From an optimization exercise on the open Yosys and OpenROAD flow, aimed at small area; shortcuts taken in it are not production practice.
Function was checked by simulation only, so behaviour that the tests miss may differ from the original.
No activity file was given, so power comes from the tool's default toggle rates.

`flow/design.v`:
```
module cpu(
    clock,                           
    reset,                           
    address_imem,                    
    q_imem,                          
    address_dmem,                    
    data,                            
    wren,                            
    q_dmem,                          
    ctrl_writeEnable,                
    ctrl_writeReg,                   
    data_writeReg                    
);
    input clock, reset;
    output[11:0] address_imem;
    input[31:0] q_imem;
    output[11:0] address_dmem;
    output[31:0] data;
    output wren;
    input[31:0] q_dmem;
    output ctrl_writeEnable;
    output[4:0] ctrl_writeReg;
    output[31:0] data_writeReg;
    wire[4:0] ctrl_readRegA, ctrl_readRegB;
    wire[31:0] data_readRegA, data_readRegB;
    regfile my_regfile(
        clock,
        ctrl_writeEnable,
        reset,
        ctrl_writeReg,
        ctrl_readRegA,
        ctrl_readRegB,
        data_writeReg,
        data_readRegA,
        data_readRegB
    );
    processor my_processor(
        clock,
        reset,
        address_imem,
        q_imem,
        address_dmem,
        data,
        wren,
        q_dmem,
        ctrl_writeEnable,
        ctrl_writeReg,
        ctrl_readRegA,
        ctrl_readRegB,
        data_writeReg,
        data_readRegA,
        data_readRegB
    );
endmodule
module processor(
    clock,                           
    reset,                           
    address_imem,                    
    q_imem,                          
    address_dmem,                    
    data,                            
    wren,                            
    q_dmem,                          
    ctrl_writeEnable,                
    ctrl_writeReg,                   
    ctrl_readRegA,                   
    ctrl_readRegB,                   
    data_writeReg,                   
    data_readRegA,                   
    data_readRegB                    
);
    input clock, reset;
    output[11:0] address_imem;
    input[31:0] q_imem;
    output[11:0] address_dmem;
    output[31:0] data;
    output wren;
    input[31:0] q_dmem;
    output ctrl_writeEnable;
    output[4:0] ctrl_writeReg, ctrl_readRegA, ctrl_readRegB;
    output[31:0] data_writeReg;
    input[31:0] data_readRegA, data_readRegB;
    wire[31:0] PC_input;
    wire[31:0] PC_output;
    wire[31:0] pc_alu_output;
    wire[31:0] pc_alu_branch_output;
    wire[31:0] pc_alu_final;
    wire[4:0] opcode, Rd, Rs, Rt, shamt, ALUop;
    wire[16:0] imm;
    wire[26:0] target;
    wire rstatus_isAdd, rstatus_isAddi, rstatus_isSub;
    wire[4:0] ALUop_ctrl;
    wire br_ctrl, jp_ctrl, ALUinB_ctrl, DMwe_ctrl, Rwe_ctrl, Rtar_ctrl, Rwd_ctrl, JP_ctrl, BNE_ctrl, BLT_ctrl, Jal_ctrl, Jr_ctrl, Bex_ctrl, Setx_crtl;
    wire[31:0] rstatus_sig;
    wire isNotEqual_alu, isLessThan_alu, overflow_alu, ovf_write;
    wire[31:0] alu_output;
    wire[31:0] imm_sx;
    assign pc_alu_final = ((BNE_ctrl & isNotEqual_alu) | (BLT_ctrl & isNotEqual_alu & ~isLessThan_alu)) ? pc_alu_branch_output:pc_alu_output;
    assign PC_input = Jr_ctrl ? data_readRegB:((JP_ctrl | (Bex_ctrl & isNotEqual_alu)) ? {{5{1'b0}}, target[26:0]}:pc_alu_final);
    onereg PC_reg(PC_input, PC_output, clock, reset, 1'b1);
    assign address_imem = PC_output[11:0];
    alu pc_alu(
        .data_operandA(PC_output),
        .data_operandB(32'h00000001),
        .ctrl_ALUopcode(5'b00000),
        .ctrl_shiftamt(5'b00000),
        .data_result(pc_alu_output)
    );
    alu pc_alu_branch(
        .data_operandA(pc_alu_output),
        .data_operandB(imm_sx),
        .ctrl_ALUopcode(5'b00000),
        .ctrl_shiftamt(5'b00000),
        .data_result(pc_alu_branch_output)
    );
    instruction_decoder instDecoder(
        .instruction(q_imem),
        .opcode(opcode),
        .Rd(Rd),
        .Rs(Rs),
        .Rt(Rt),
        .ALUop(ALUop),
        .shamt(shamt),
        .imm(imm),
        .target(target),
        .rstatus_isAdd(rstatus_isAdd),
        .rstatus_isAddi(rstatus_isAddi),
        .rstatus_isSub(rstatus_isSub)
    );
    control_signal ctrlSig(
        opcode, shamt, ALUop,
        br_ctrl,
        jp_ctrl,
        ALUinB_ctrl,
        ALUop_ctrl,
        DMwe_ctrl,
        Rwe_ctrl,
        Rtar_ctrl,
        Rwd_ctrl,
        JP_ctrl,
        BNE_ctrl,
        BLT_ctrl,
        Jal_ctrl,
        Jr_ctrl,
        Bex_ctrl,
        Setx_crtl
    );
    assign ovf_write = overflow_alu & (rstatus_isAdd | rstatus_isAddi | rstatus_isSub);
    assign rstatus_sig = ovf_write ?
        (rstatus_isAdd ?
            32'h00000001:(rstatus_isAddi ?
            32'h00000002:(rstatus_isSub ?
            32'h00000003:32'h00000000))):32'h00000000;
    assign ctrl_writeReg = Setx_crtl ? 5'b11110:(Jal_ctrl ? 5'b11111:(ovf_write ? 5'b11110:Rd));
    assign ctrl_readRegA = Bex_ctrl ? 5'b11110:Rs;
    assign ctrl_readRegB = Bex_ctrl ? 5'b00000:(Rtar_ctrl ? Rd:Rt);
    assign data_writeReg = Setx_crtl ? {{5{1'b0}}, target[26:0]}:(Jal_ctrl ? pc_alu_output:(ovf_write ? rstatus_sig:(Rwd_ctrl ? q_dmem:alu_output)));
    assign ctrl_writeEnable = Rwe_ctrl;
    signExtension immSX(imm, imm_sx);
    alu alu_circ(
        .data_operandA(data_readRegA),
        .data_operandB(ALUinB_ctrl ? imm_sx:data_readRegB),
        .ctrl_ALUopcode(ALUop_ctrl),
        .ctrl_shiftamt(shamt),
        .data_result(alu_output),
        .isNotEqual(isNotEqual_alu),
        .isLessThan(isLessThan_alu),
        .overflow(overflow_alu)
    );
    assign address_dmem = alu_output;
    assign data = data_readRegB;
    assign wren = DMwe_ctrl;
endmodule
module alu(data_operandA, data_operandB, ctrl_ALUopcode,
    ctrl_shiftamt, data_result, isNotEqual, isLessThan, overflow);
    input[31:0] data_operandA, data_operandB;
    input[4:0] ctrl_ALUopcode, ctrl_shiftamt;
    output[31:0] data_result;
    output isNotEqual, isLessThan, overflow;
    wire signed[31:0] inner_A, inner_B;
    reg signed[31:0] inner_result;
    reg inner_cout;
    reg overflow_result;
    assign inner_A = data_operandA;
    assign inner_B = data_operandB;
    assign data_result = inner_result;
    assign isNotEqual = inner_A != inner_B;
    assign isLessThan = inner_A < inner_B;
    assign overflow = overflow_result;
    always @(ctrl_ALUopcode or inner_A or inner_B or ctrl_shiftamt)
        begin
            overflow_result = 0;
            inner_cout = 0;
            inner_result = 0;
            case (ctrl_ALUopcode)
                0: begin
                    {inner_cout, inner_result} = inner_A+inner_B;   
                    overflow_result = inner_cout != inner_result[31];
                end
                1: begin
                    {inner_cout, inner_result} = inner_A-inner_B;     
                    overflow_result = inner_cout != inner_result[31];
                end
                2: inner_result = inner_A & inner_B;             
                3: inner_result = inner_A | inner_B;             
                4: inner_result = inner_A << ctrl_shiftamt;         
                5: inner_result = inner_A >>> ctrl_shiftamt;     
            endcase
        end
endmodule
module control_signal(
    opcode, shamt, ALUop,
    br_ctrl,
    jp_ctrl,
    ALUinB_ctrl,
    ALUop_ctrl,
    DMwe_ctrl,
    Rwe_ctrl,
    Rtar_ctrl,
    Rwd_ctrl,
    JP_ctrl,
    BNE_ctrl,
    BLT_ctrl,
    Jal_ctrl,
    Jr_ctrl,
    Bex_ctrl,
    Setx_crtl
);
    input[4:0] opcode, shamt, ALUop;
    output[4:0] ALUop_ctrl;
    output br_ctrl, jp_ctrl, ALUinB_ctrl, DMwe_ctrl, Rwe_ctrl, Rtar_ctrl, Rwd_ctrl, JP_ctrl, BNE_ctrl, BLT_ctrl, Jal_ctrl, Jr_ctrl, Bex_ctrl, Setx_crtl;
    wire is_Rtype, is_addi, is_sw, is_lw, is_j, is_bne, is_blt, is_jal, is_jr, is_bex, is_setx;
    wire[31:0] onehot_op;
    decode5to32 op_decoder(opcode, onehot_op);
    assign is_Rtype = onehot_op[0] ? 1'b1:1'b0;
    assign is_addi = onehot_op[5] ? 1'b1:1'b0;
    assign is_sw = onehot_op[7] ? 1'b1:1'b0;
    assign is_lw = onehot_op[8] ? 1'b1:1'b0;
    assign is_j = onehot_op[1] ? 1'b1:1'b0;
    assign is_bne = onehot_op[2] ? 1'b1:1'b0;
    assign is_blt = onehot_op[6] ? 1'b1:1'b0;
    assign is_jal = onehot_op[3] ? 1'b1:1'b0;
    assign is_jr = onehot_op[4] ? 1'b1:1'b0;
    assign is_bex = onehot_op[22] ? 1'b1:1'b0;
    assign is_setx = onehot_op[21] ? 1'b1:1'b0;
    assign ALUinB_ctrl = (is_addi | is_lw | is_sw) ? 1'b1:1'b0;
    assign ALUop_ctrl = is_Rtype ? ALUop:5'b00000;
    assign DMwe_ctrl = is_sw ? 1'b1:1'b0;
    assign Rwe_ctrl = (is_Rtype | is_addi | is_lw | is_jal | is_setx) ? 1'b1:1'b0;
    assign Rtar_ctrl = is_Rtype ? 1'b0:((is_sw | is_bne | is_blt | is_jr) ? 1'b1:1'b0);
    assign Rwd_ctrl = is_lw ? 1'b1:1'b0;
    assign JP_ctrl = (is_j | is_jal) ? 1'b1:1'b0;
    assign BNE_ctrl = is_bne ? 1'b1:1'b0;
    assign BLT_ctrl = is_blt ? 1'b1:1'b0;
    assign Jal_ctrl = is_jal ? 1'b1:1'b0;
    assign Jr_ctrl = is_jr ? 1'b1:1'b0;
    assign Bex_ctrl = is_bex ? 1'b1:1'b0;
    assign Setx_crtl = is_setx ? 1'b1:1'b0;
endmodule
module instruction_decoder(
    instruction,
    opcode,
    Rd,
    Rs,
    Rt,
    ALUop,
    shamt,
    imm,
    target,
    rstatus_isAdd,
    rstatus_isAddi,
    rstatus_isSub
);
    input[31:0] instruction;
    output[4:0] opcode, Rd, Rs, Rt, ALUop, shamt;
    output[16:0] imm;
    output[26:0] target;
    output rstatus_isAdd, rstatus_isAddi, rstatus_isSub;
    assign opcode[4:0] = instruction[31:27];
    assign Rd[4:0] = instruction[26:22];
    assign Rs[4:0] = instruction[21:17];
    assign Rt[4:0] = instruction[16:12];
    assign ALUop[4:0] = instruction[6:2];
    assign shamt[4:0] = instruction[11:7];
    assign imm[16:0] = instruction[16:0];
    assign target[26:0] = instruction[26:0];
    wire[31:0] onehot_op, onehot_aluop;
    decode5to32 decode_opcode(opcode, onehot_op);
    decode5to32 decode_aluop(ALUop, onehot_aluop);
    assign rstatus_isAdd = onehot_op[0] ? (onehot_aluop[0] ? 1'b1:1'b0):1'b0;
    assign rstatus_isAddi = onehot_op[5] ? 1'b1:1'b0;
    assign rstatus_isSub = onehot_op[0] ? (onehot_aluop[1] ? 1'b1:1'b0):1'b0;
endmodule
module decode5to32(input_data, output_onehot);
  input [4:0] input_data;
  output [31:0] output_onehot;
  assign output_onehot[0]   =  (~input_data[4]) & (~input_data[3]) & (~input_data[2]) & (~input_data[1]) & (~input_data[0]);
  assign output_onehot[1]   =  (~input_data[4]) & (~input_data[3]) & (~input_data[2]) & (~input_data[1]) & ( input_data[0]);
  assign output_onehot[2]   =  (~input_data[4]) & (~input_data[3]) & (~input_data[2]) & ( input_data[1]) & (~input_data[0]);
  assign output_onehot[3]   =  (~input_data[4]) & (~input_data[3]) & (~input_data[2]) & ( input_data[1]) & ( input_data[0]);
  assign output_onehot[4]   =  (~input_data[4]) & (~input_data[3]) & ( input_data[2]) & (~input_data[1]) & (~input_data[0]);
  assign output_onehot[5]   =  (~input_data[4]) & (~input_data[3]) & ( input_data[2]) & (~input_data[1]) & ( input_data[0]);
  assign output_onehot[6]   =  (~input_data[4]) & (~input_data[3]) & ( input_data[2]) & ( input_data[1]) & (~input_data[0]);
  assign output_onehot[7]   =  (~input_data[4]) & (~input_data[3]) & ( input_data[2]) & ( input_data[1]) & ( input_data[0]);
  assign output_onehot[8]   =  (~input_data[4]) & ( input_data[3]) & (~input_data[2]) & (~input_data[1]) & (~input_data[0]);
  assign output_onehot[9]   =  (~input_data[4]) & ( input_data[3]) & (~input_data[2]) & (~input_data[1]) & ( input_data[0]);
  assign output_onehot[10]  =  (~input_data[4]) & ( input_data[3]) & (~input_data[2]) & ( input_data[1]) & (~input_data[0]);
  assign output_onehot[11]  =  (~input_data[4]) & ( input_data[3]) & (~input_data[2]) & ( input_data[1]) & ( input_data[0]);
  assign output_onehot[12]  =  (~input_data[4]) & ( input_data[3]) & ( input_data[2]) & (~input_data[1]) & (~input_data[0]);
  assign output_onehot[13]  =  (~input_data[4]) & ( input_data[3]) & ( input_data[2]) & (~input_data[1]) & ( input_data[0]);
  assign output_onehot[14]  =  (~input_data[4]) & ( input_data[3]) & ( input_data[2]) & ( input_data[1]) & (~input_data[0]);
  assign output_onehot[15]  =  (~input_data[4]) & ( input_data[3]) & ( input_data[2]) & ( input_data[1]) & ( input_data[0]);
  assign output_onehot[16]  =  ( input_data[4]) & (~input_data[3]) & (~input_data[2]) & (~input_data[1]) & (~input_data[0]);
  assign output_onehot[17]  =  ( input_data[4]) & (~input_data[3]) & (~input_data[2]) & (~input_data[1]) & ( input_data[0]);
  assign output_onehot[18]  =  ( input_data[4]) & (~input_data[3]) & (~input_data[2]) & ( input_data[1]) & (~input_data[0]);
  assign output_onehot[19]  =  ( input_data[4]) & (~input_data[3]) & (~input_data[2]) & ( input_data[1]) & ( input_data[0]);
  assign output_onehot[20]  =  ( input_data[4]) & (~input_data[3]) & ( input_data[2]) & (~input_data[1]) & (~input_data[0]);
  assign output_onehot[21]  =  ( input_data[4]) & (~input_data[3]) & ( input_data[2]) & (~input_data[1]) & ( input_data[0]);
  assign output_onehot[22]  =  ( input_data[4]) & (~input_data[3]) & ( input_data[2]) & ( input_data[1]) & (~input_data[0]);
  assign output_onehot[23]  =  ( input_data[4]) & (~input_data[3]) & ( input_data[2]) & ( input_data[1]) & ( input_data[0]);
  assign output_onehot[24]  =  ( input_data[4]) & ( input_data[3]) & (~input_data[2]) & (~input_data[1]) & (~input_data[0]);
  assign output_onehot[25]  =  ( input_data[4]) & ( input_data[3]) & (~input_data[2]) & (~input_data[1]) & ( input_data[0]);
  assign output_onehot[26]  =  ( input_data[4]) & ( input_data[3]) & (~input_data[2]) & ( input_data[1]) & (~input_data[0]);
  assign output_onehot[27]  =  ( input_data[4]) & ( input_data[3]) & (~input_data[2]) & ( input_data[1]) & ( input_data[0]);
  assign output_onehot[28]  =  ( input_data[4]) & ( input_data[3]) & ( input_data[2]) & (~input_data[1]) & (~input_data[0]);
  assign output_onehot[29]  =  ( input_data[4]) & ( input_data[3]) & ( input_data[2]) & (~input_data[1]) & ( input_data[0]);
  assign output_onehot[30]  =  ( input_data[4]) & ( input_data[3]) & ( input_data[2]) & ( input_data[1]) & (~input_data[0]);
  assign output_onehot[31]  =  ( input_data[4]) & ( input_data[3]) & ( input_data[2]) & ( input_data[1]) & ( input_data[0]);
endmodule
module regfile(
	clock, ctrl_writeEnable, ctrl_reset, ctrl_writeReg,
	ctrl_readRegA, ctrl_readRegB, data_writeReg, data_readRegA,
	data_readRegB
);
	input clock, ctrl_writeEnable, ctrl_reset;
	input [4:0] ctrl_writeReg, ctrl_readRegA, ctrl_readRegB;
	input [31:0] data_writeReg;
	output [31:0] data_readRegA, data_readRegB;
	reg[31:0] registers[31:0];
	always @(posedge clock or posedge ctrl_reset)
	begin:a1
		if(ctrl_reset)
			begin:a2
				integer i;
				for(i = 0; i < 32; i = i + 1)
					begin
						registers[i] = 32'd0;
					end
			end
		else
			if(ctrl_writeEnable && ctrl_writeReg != 5'd0)
				registers[ctrl_writeReg] = data_writeReg;
	end
	assign data_readRegA = registers[ctrl_readRegA];
	assign data_readRegB = registers[ctrl_readRegB];
endmodule
module onereg(input_data, output_data, clk, clr, enable);
  input [31:0] input_data;
  input clk, clr, enable;
  output [31:0] output_data;
  genvar i;
  generate
    for (i = 0; i <= 31; i = i + 1) begin:dffe_build
      dffe_ref dffe_i(
        .q (output_data[i]), 
        .d (input_data[i]), 
        .clk (clk), 
        .en (enable), 
        .clr (clr)
      );
    end
  endgenerate
endmodule
module dffe_ref(q, d, clk, en, clr);
   input d, clk, en, clr;
   wire clr;
   output q;
   reg q;
   always @(posedge clk or posedge clr) begin
       if (clr) begin
           q <= 1'b0;
       end else if (en) begin
           q <= d;
       end
   end
endmodule
module signExtension(input_data, output_data);
    input[16:0] input_data;
    output[31:0] output_data;
    assign output_data = {{15{input_data[16]}}, input_data[16:0]};
endmodule
```
`flow/config.mk`:
```
export PLATFORM = sky130hd
export DESIGN_NAME = cpu
export DESIGN_NICKNAME = cpu
export VERILOG_FILES = /design/flow/design.v
export SDC_FILE = /design/flow/constraint.sdc
export NUM_CORES = 4
export LEC_CHECK = 0
export CAP_MARGIN = 20
export CORE_MARGIN = 2
export CORE_UTILIZATION = 30
export SLEW_MARGIN = 20
```
`flow/constraint.sdc`:
```
create_clock -name core_clock -period 20.0 [get_ports {clock}]
set_input_delay 4.0000 -clock core_clock [delete_from_list [all_inputs] [get_ports {clock}]]
set_output_delay 4.0000 -clock core_clock [all_outputs]
set_load 0.01 [all_outputs]
```
`flow/run.sh`:
```
#!/bin/bash
# synth_recipe.tcl (not shown) runs the flow's synth.tcl, then flattens the netlist and writes it again
# the make line also repeats each setting of config.mk as NAME=value (left out here)
make -C /OpenROAD-flow-scripts/flow DESIGN_CONFIG=/design/flow/config.mk WORK_HOME=/design/flow/orfs CLKGATE_MAP_FILE= SYNTH_SCRIPT=/design/flow/synth_recipe.tcl finish
```
==> flow_summary_export.csv <==
group,metric,value,unit
outcome,status,"finished clean",
synth,seq_area_frac_synth,38.6,%
finish,utilization,35.6,%
setup_path,worstSetupPathType,"in -> out",
floorplan,die_h,482,um
place,numPlacedInstances,10673,
floorplan,fp.coreArea,0.227,sq mm
timing,rsz0062_at_grt,"no",
synth,synthFlopType,"dfrtp_1",
drt,wl_per_cell,51.7,um
place,dp_slack,1.25,ns
setup_path,r2r_cells,21,
synth,synth_cell_type_count,109,
drt,remaining_drc_errors,0,
synth,synth_edf_count,0,
drt,via_per_inst,7.22,
timing,setup_tns,0,ns
drt,drt_iter0_markers,14316,
clock_network,cts_sinks,1056,
setup_path,r2r_start,"my_regfile.registers[8][5]",
finish,mostFrequentLayoutCell,"dfrtp_1",
setup_path,worstPathArrival,15.56,ns
timing,hold_viol,0,
setup_path,r2r_setup_slack,10.35,ns
clock_network,cts-root-buf,"clkbuf_16",
clock_network,insertion_delay,0.86,ns
place,port_buffers,160,
timing,post-route-period-util,97.8,%
clock_network,clkTransAtPathRegs,0.07,ns
power_and_ir_drop,power,8.26,mW
floorplan,die_w,482,um
grt,grt_use_total,47.8,%
finish,n_fill_cell,23606,
place,dp_hpwl,407000,um
grt,grt_max_degree,171,
synth,synthesis.nets,7921,
timing,slew_headroom,10.8,%
timing,finalClockSkew,0.0519,ns
setup_path,critPathMaxFanout,16,
finish,layout_common_cells,"dfrtp_1, nand2_1, o21ai_0",
timing,maxSlewViolCount,0,
place,place_area,0.0759,sq mm
power_and_ir_drop,power_leakage,34.2,nW
power_and_ir_drop,power_density,102,mW/mm^2
timing,fin_hold_ws,0.406,ns
floorplan,die_area,0.232,sq mm
setup_path,crit_path_end_kind,"output port",
finish,finalNetCount,8006,
timing,tightest_slew,1.33,ns
job,maxCapViolations,0,
synth,synthArstFlopShare,100,%
grt,grt_pass1_wl,737000,um
power_and_ir_drop,ir_drop,95.3,uV
setup_path,required,16.00,ns
synth,synth_area_per_cell,8.88,sq um
finish,syn2layout_area_growth,18.2,%
clock_network,ctsHtreeMaxLevel,4,
drt,dr.pass1.iters,12,
grt,antenna_found_initial,91,
finish,drive_gt1_share,18.9,%
timing,period_needed,19.56,ns
setup_path,r2r_end,"my_regfile.registers[28][24]",
floorplan,rows,175,
clock_network,cts_setup_buffers,0,
clock_network,ctsResizeCount,0,
setup_path,start_kind,"input pin",
clock_network,cts_tree,"yes",
clock_network,numCtsBuffers,132,
floorplan,ioPinCount,161,
synth,synth_area,0.0685,sq mm
grt,grt_pass1_vias,72199,
synth,ys_ff_latch,1056,
clock_network,clockBufferDepth,3,
synth,ys_warn_count,4,
synth,syn_inst,7721,
timing,finalSetupViolations,0,
finish,stdcell_count,11017,
drt,routed_wl,570000,um
drt,ant_nets,0,
setup_path,crit_path_start,"q_imem[27]",
clock_network,cts_hold_buf,0,
finish,fin_area,0.0810,sq mm
drt,num_vias,79538,
floorplan,initial_core_util,30.2,%
grt,gr-total-overflow,0,
timing,fin_ws,0.439,ns
hold_path,hp-class,"reg -> reg",
setup_path,cp-endpoint,"data_writeReg[10]",
timing,fmax,0.0511,GHz
place,gp_congestion,1.10,
## power breakdown
part	internal (mW)	switching [mW]	leakage, nW	total (mW)
Sequential	2.43	0.388	14.4	2.81
Clock	1.52	1.10	2.26	2.62
Combinational	0.825	2.00	17.5	2.82
Total	4.77	3.49	34.2	8.26
## Yosys cell counts (78+ instances only)
master    count  area share, %
inv_1       159           0.87
nand4_1     131            1.2
a22oi_1     295            3.2
ha_1        131            2.4
clkbuf_1    571            3.1
dfrtp_1    1056             39
o21ai_0     828            6.0
a221oi_1    188            2.4
nand2_1    1009            5.5
nor2_1      373            2.0
and3_1       96           0.88
a22o_1      153            2.0
nor3_1      125           0.91
mux2i_1     130            1.9
a21oi_1     283            2.1
o22ai_1      85           0.78
buf_2        78           0.57
nand3_1     158            1.2
mux2_2      405            6.7
## cells by family after synthesis
logic type	synth area share [%]
xor+xnor	0.780
compound gates	27.2
simple gates	15.8
fa+ha+maj	2.48
buf+inv	5.81
mux	9.35
flops	38.6
## how the worst min path moves through the flow
stage,start,endpoint,cells after the start
2_1_floorplan,my_regfile.registers[0][22],my_regfile.registers[0][22],1
3_3_place_gp,my_regfile.registers[0][9],my_regfile.registers[0][9],0
3_5_place_dp,my_regfile.registers[0][21],my_regfile.registers[0][21],0
4_1_cts,my_regfile.registers[0][9],my_regfile.registers[0][9],0
5_1_grt,my_regfile.registers[0][21],my_regfile.registers[0][21],0
6_report,my_regfile.registers[0][21],my_regfile.registers[0][21],0
## worst max-delay path: stages
cell and delay (ns):
clkdlybuf4s50_1 0.68, o21bai_1 0.31, a211oi_2 0.82, mux2i_1 0.47, or2_2 0.78, nand2_1 0.39, nor2_4 0.63, buf_4 0.43
a222oi_1 0.12, nand4_1 0.33, o22ai_1 0.17, buf_4 0.28, o21ai_0 0.53, ha_1 0.52, inv_1 0.23, nor4_1 0.89
a41oi_1 0.52, o21ai_1 0.31, a31oi_1 0.26, mux2i_1 0.23, buf_4 0.24, nand3_1 0.34, buf_4 0.30, a22oi_1 0.19
o21ai_2 0.10, o21ai_0 0.62, buf_4 0.22, clkdlybuf4s50_1 0.55
## per-layer routing
layer | global-route usage (%) | share of wire (%) | vias to the layer above
met5 | 1.67 | 0.11 | -
met4 | 44.5 | 11 | 58
met3 | 21.5 | 13 | 2638
met2 | 65.0 | 39 | 7618
met1 | 55.4 | 36 | 39789
li1 | - | - | 29435
## final cells by class
class	count	area [sq um]	area share, %
antenna	98	245	0.303
clock buffer	171	3700	4.57
clock inverter	67	932	1.15
inverter	168	634	0.783
multi-input combinational	5739	39400	48.6
sequential	1056	26400	32.6
tap	3009	3760	4.65
timing repair buffer	709	5910	7.29
## registers in the layout, indices dropped and copies added (netlist names)
signal                                   cells
my_processor.PC_reg.dffe_build.dffe_i.q     32
my_regfile.registers                      1024

-- separate check: timing with driven ports --
In the flow no input, the clock included, has a driving cell. The finished layout below was timed again as built, in two steps. Step 1 (the two cells are an assumption about what drives the block):
set clk [get_ports {clock}]
set_driving_cell -lib_cell sky130_fd_sc_hd__clkbuf_16 $clk
set_driving_cell -lib_cell sky130_fd_sc_hd__buf_2 [delete_from_list [all_inputs] $clk]
Step 2, shift: input delay + t, output delay - t, t = (earliest + latest rising clock arrival at the registers) / 2. This alone moves slack from input paths to output paths. a / b / c = no drivers / after step 1 / after step 2; a / b = the first two.
t (ns): 0.928
slack for setup (ns): 0.439 / 0.405 / 0.405
clock arrival spread, ns: 0.052 / 0.052
slew at the worst register clock pin (ns): 0.07 / 0.07
pins driven straight from the clock port: 1
After both steps setup and hold are still met in this run. For this run, drivers alone change the setup slack by -0.034 ns; drivers and shift together by -0.034 ns.
